Source: an optimization exercise on an open RTL-to-GDS flow (aim: small area and a short achievable clock period). Production flows keep margins and buffers that such runs may drop.
Function was checked by simulation only, so behaviour that the tests miss may differ from the original.

## P
Design hsv2rgb_pipe, start of the top module:
module hsv2rgb_pipe (
        input clk,
        input rst_n,
        input in_valid,
        input [7:0] h,
        input [7:0] s,
        input [7:0] v,
        output reg out_valid,
        output reg [7:0] r,
        output reg [7:0] g,
        output reg [7:0] b
    );
Size: roughly 110 flip-flops, roughly 8000 sq um of cells after synthesis.
==> flow/config.mk <==
export PLATFORM = sky130hd
export DESIGN_NAME = hsv2rgb_pipe
export DESIGN_NICKNAME = hsv2rgb_pipe
export VERILOG_FILES = /design/flow/design.v
export SDC_FILE = /design/flow/constraint.sdc
export NUM_CORES = 4
export LEC_CHECK = 0
export CAP_MARGIN = 20
export CORE_MARGIN = 2
export CORE_UTILIZATION = 40
export CTS_BUF_LIST = sky130_fd_sc_hd__clkbuf_8
export SLEW_MARGIN = 20
export SYNTH_HIERARCHICAL = 1
export SYNTH_MINIMUM_KEEP_SIZE = 0
==> flow/constraint.sdc <==
create_clock -name core_clock -period 15.0 [get_ports {clk}]
set_input_delay 3.0000 -clock core_clock [delete_from_list [all_inputs] [get_ports {clk}]]
set_output_delay 3.0000 -clock core_clock [all_outputs]
set_load 0.01 [all_outputs]
standard.sh (not shown) runs the stock make flow with config.mk's settings and CLKGATE_MAP_FILE= SYNTH_SCRIPT=/design/flow/synth_recipe.tcl, a recipe that flattens the netlist after the stock synthesis.
==> flow/flow/run.sh <==
#!/bin/bash
set -euo pipefail
export BUFFER_PORTS_ARGS="-buffer_cell sky130_fd_sc_hd__buf_1"
bash standard.sh SETUP_SLACK_MARGIN=10.9 finish > standard.log 2>&1
Modified inputs, Q compared to P
==> flow/flow/run.sh <==
#!/bin/bash
set -euo pipefail
export BUFFER_PORTS_ARGS="-buffer_cell sky130_fd_sc_hd__buf_1"
bash standard.sh SETUP_SLACK_MARGIN=10.8 finish > standard.log 2>&1
## What came out
Status | P and Q | clean
Side by side, worst setup margin turned out higher in Q than in P.
| post-detailed-placement cell area | Q vs P | ≈ equal |
Actual slew at the worst max-slew pin of P is on par with Q.
Q reports its startpoint of the most critical setup path as nv1[1]$_DFF_P_ while P reports u2[7]$_DFF_P_.
Looking at met2 track demand over resource in global routing, Q sits above P.
[compare] base=P new=Q: routed wire length -about 1.9%; final cell area excluding filler cells decreased 260 sq um; sequential share of layout area rose by 0.60 points.
The final reports for Q and P show worst hold slack higher in the former.
Relative to P, data required time at the worst endpoint has gone up in Q.
### Q -> R
Settings: ABC_AREA now 1, previously not set.
==> flow/flow/run.sh <==
#!/bin/bash
set -euo pipefail
export BUFFER_PORTS_ARGS="-buffer_cell sky130_fd_sc_hd__buf_1"
bash standard.sh SETUP_SLACK_MARGIN=10.7 finish > standard.log 2>&1
### Flow results
- R: no failed stages, no open violations at the end
- Q: all stages complete, timing, DRC and antenna checks passed
- Changes observed in R relative to Q: post-CTS setup-driven buffer insertion count has decreased; global-route usage shrank by 0.40 points.
- Between R and Q, the routing usage on met3 does not differ in any meaningful way.
- R vs Q: cell count up
- Comparing Q against R, there is no change at all in maximum level of the CTS H-tree.
- Higher transition at the pin with the smallest max-transition slack goes to Q over R.
- R ends up with higher synthesized area than Q does.
- Routed wire length delta (R − Q): favourable
- Of Q and R, R shows the lower setup slack, with Q above it.
- Cell area | R vs Q | R smaller

Another version of the RTL of hsv2rgb_pipe (not shown whole).
For scale: roughly 930 cells after synthesis, ~110 flip-flops, about 52 I/O pins, about 8000 sq um of cells after synthesis.
Settings: LEC_CHECK=0, ABC_AREA=1, CAP_MARGIN=20, CORE_MARGIN=2, CORE_UTILIZATION=40, SLEW_MARGIN=20, SYNTH_HIERARCHICAL=1, SYNTH_MINIMUM_KEEP_SIZE=0; clock period 15.0 ns.
==> flow/flow/run.sh <==
#!/bin/bash
set -euo pipefail
export BUFFER_PORTS_ARGS="-buffer_cell sky130_fd_sc_hd__buf_1"
bash standard.sh SETUP_SLACK_MARGIN=11.1 finish > standard.log 2>&1
The first run ran to the end with no violations.
==> next run, changes <==
==> flow/flow/run.sh (replaced) <==
#!/bin/bash
set -euo pipefail
export BUFFER_PORTS_ARGS="-buffer_cell sky130_fd_sc_hd__buf_1"
bash standard.sh SETUP_SLACK_MARGIN=10.95 finish > standard.log 2>&1
Settings changed: CTS_BUF_LIST from default to sky130_fd_sc_hd__clkbuf_8.
=> The new run went through all stages and came out clean. Wire length climbs by 1.9%. Global-route usage went up by 0.70 points. Worst setup slack degrades by 0.030 ns. Cell count is lower by 0.97%. Via count is lower by 1.4%. Core utilization came out lower by 1.2 points. Design area fell by 2.7%. Worst hold slack gets better by 0.0044 ns.

RTL: one of the versions met above, not the one the previous note started from.
Size: about 820 cells after synthesis, about 110 flip-flops, ~52 I/O pins, ~8000 µm² of cells after synthesis.
// hsv2rgb_pipe
module hsv2rgb_pipe (
        input clk,
        input rst_n,
        input in_valid,
        input [7:0] h,
        input [7:0] s,
        input [7:0] v,
        output reg out_valid,
        output reg [7:0] r,
        output reg [7:0] g,
        output reg [7:0] b
    );
export LEC_CHECK = 0
export CAP_MARGIN = 20
export CORE_MARGIN = 2
export CORE_UTILIZATION = 40
export CTS_BUF_LIST = sky130_fd_sc_hd__clkbuf_8
export SLEW_MARGIN = 20
export SYNTH_HIERARCHICAL = 1
export SYNTH_MINIMUM_KEEP_SIZE = 0
create_clock -name core_clock -period 15.0 [get_ports {clk}]
==> flow/flow/run.sh <==
#!/bin/bash
set -euo pipefail
export BUFFER_PORTS_ARGS="-buffer_cell sky130_fd_sc_hd__buf_1"
bash standard.sh SETUP_SLACK_MARGIN=10.4 finish > standard.log 2>&1
Edit:
==> flow/flow/run.sh (replaced) <==
#!/bin/bash
set -euo pipefail
export BUFFER_PORTS_ARGS="-buffer_cell sky130_fd_sc_hd__buf_1"
bash standard.sh SETUP_SLACK_MARGIN=10.7 finish > standard.log 2>&1
Outcome: Final area increases by 1.2%; core utilization increases by 0.51 points; clock-buffer cell count does not change; wire length increases by about 0.43%; non-clock buffer count increases by 2.
Edit:
==> flow/flow/run.sh (replaced) <==
#!/bin/bash
set -euo pipefail
export BUFFER_PORTS_ARGS="-buffer_cell sky130_fd_sc_hd__buf_1"
bash standard.sh SETUP_SLACK_MARGIN=11.05 finish > standard.log 2>&1
Result: The changed run completed without violations. Die area does not change. Routed wire length goes up by about 1.9%. Fmax goes up by 3.4%. Utilization goes up by 3.3 points. Clock-buffer cell count stays the same. Synthesized area is unchanged. Worst setup slack is better by 0.14 ns. Critical path depth stays the same.

## separate check: timing with driven ports
The results above use ideal ports. As a check the final layouts listed here were re-extracted and re-timed, cells and wires unchanged.
Step 1 (the two cells are an assumption about what drives the block):
set clk [get_ports {clk}]
set_driving_cell -lib_cell sky130_fd_sc_hd__clkbuf_16 $clk
set_driving_cell -lib_cell sky130_fd_sc_hd__buf_2 [delete_from_list [all_inputs] $clk]
Step 2 adds t to the input delays and takes it off the output delays; t is the mean of the earliest and latest rising clock arrival at the registers after step 1. Input paths then give back, and output paths get back, about the clock's delay inside the block.
Slacks: ideal ports / drivers / drivers and shift; pairs: ideal ports / drivers.
run	shift t [ns]	setup slack, ns	worst data-port slew with drivers (ns)	cell pins on the clock port's net
P	0.421	10.934 / 10.934 / 10.934	0.03	1
Q	0.427	10.938 / 10.938 / 10.938	0.03	1
R	0.423	10.926 / 10.926 / 10.926	0.04	1
the first run of note 2	0.392	11.142 / 11.098 / 11.273	0.03	1
the second run of note 2	0.416	11.112 / 11.074 / 11.185	0.04	1
the first run of note 3	0.423	10.634 / 10.634 / 10.634	0.03	1
the second run of note 3	0.425	10.857 / 10.857 / 10.857	0.04	1
the third run of note 3	0.420	10.994 / 10.994 / 10.994	0.03	1
After both steps setup and hold are still met in every run listed.
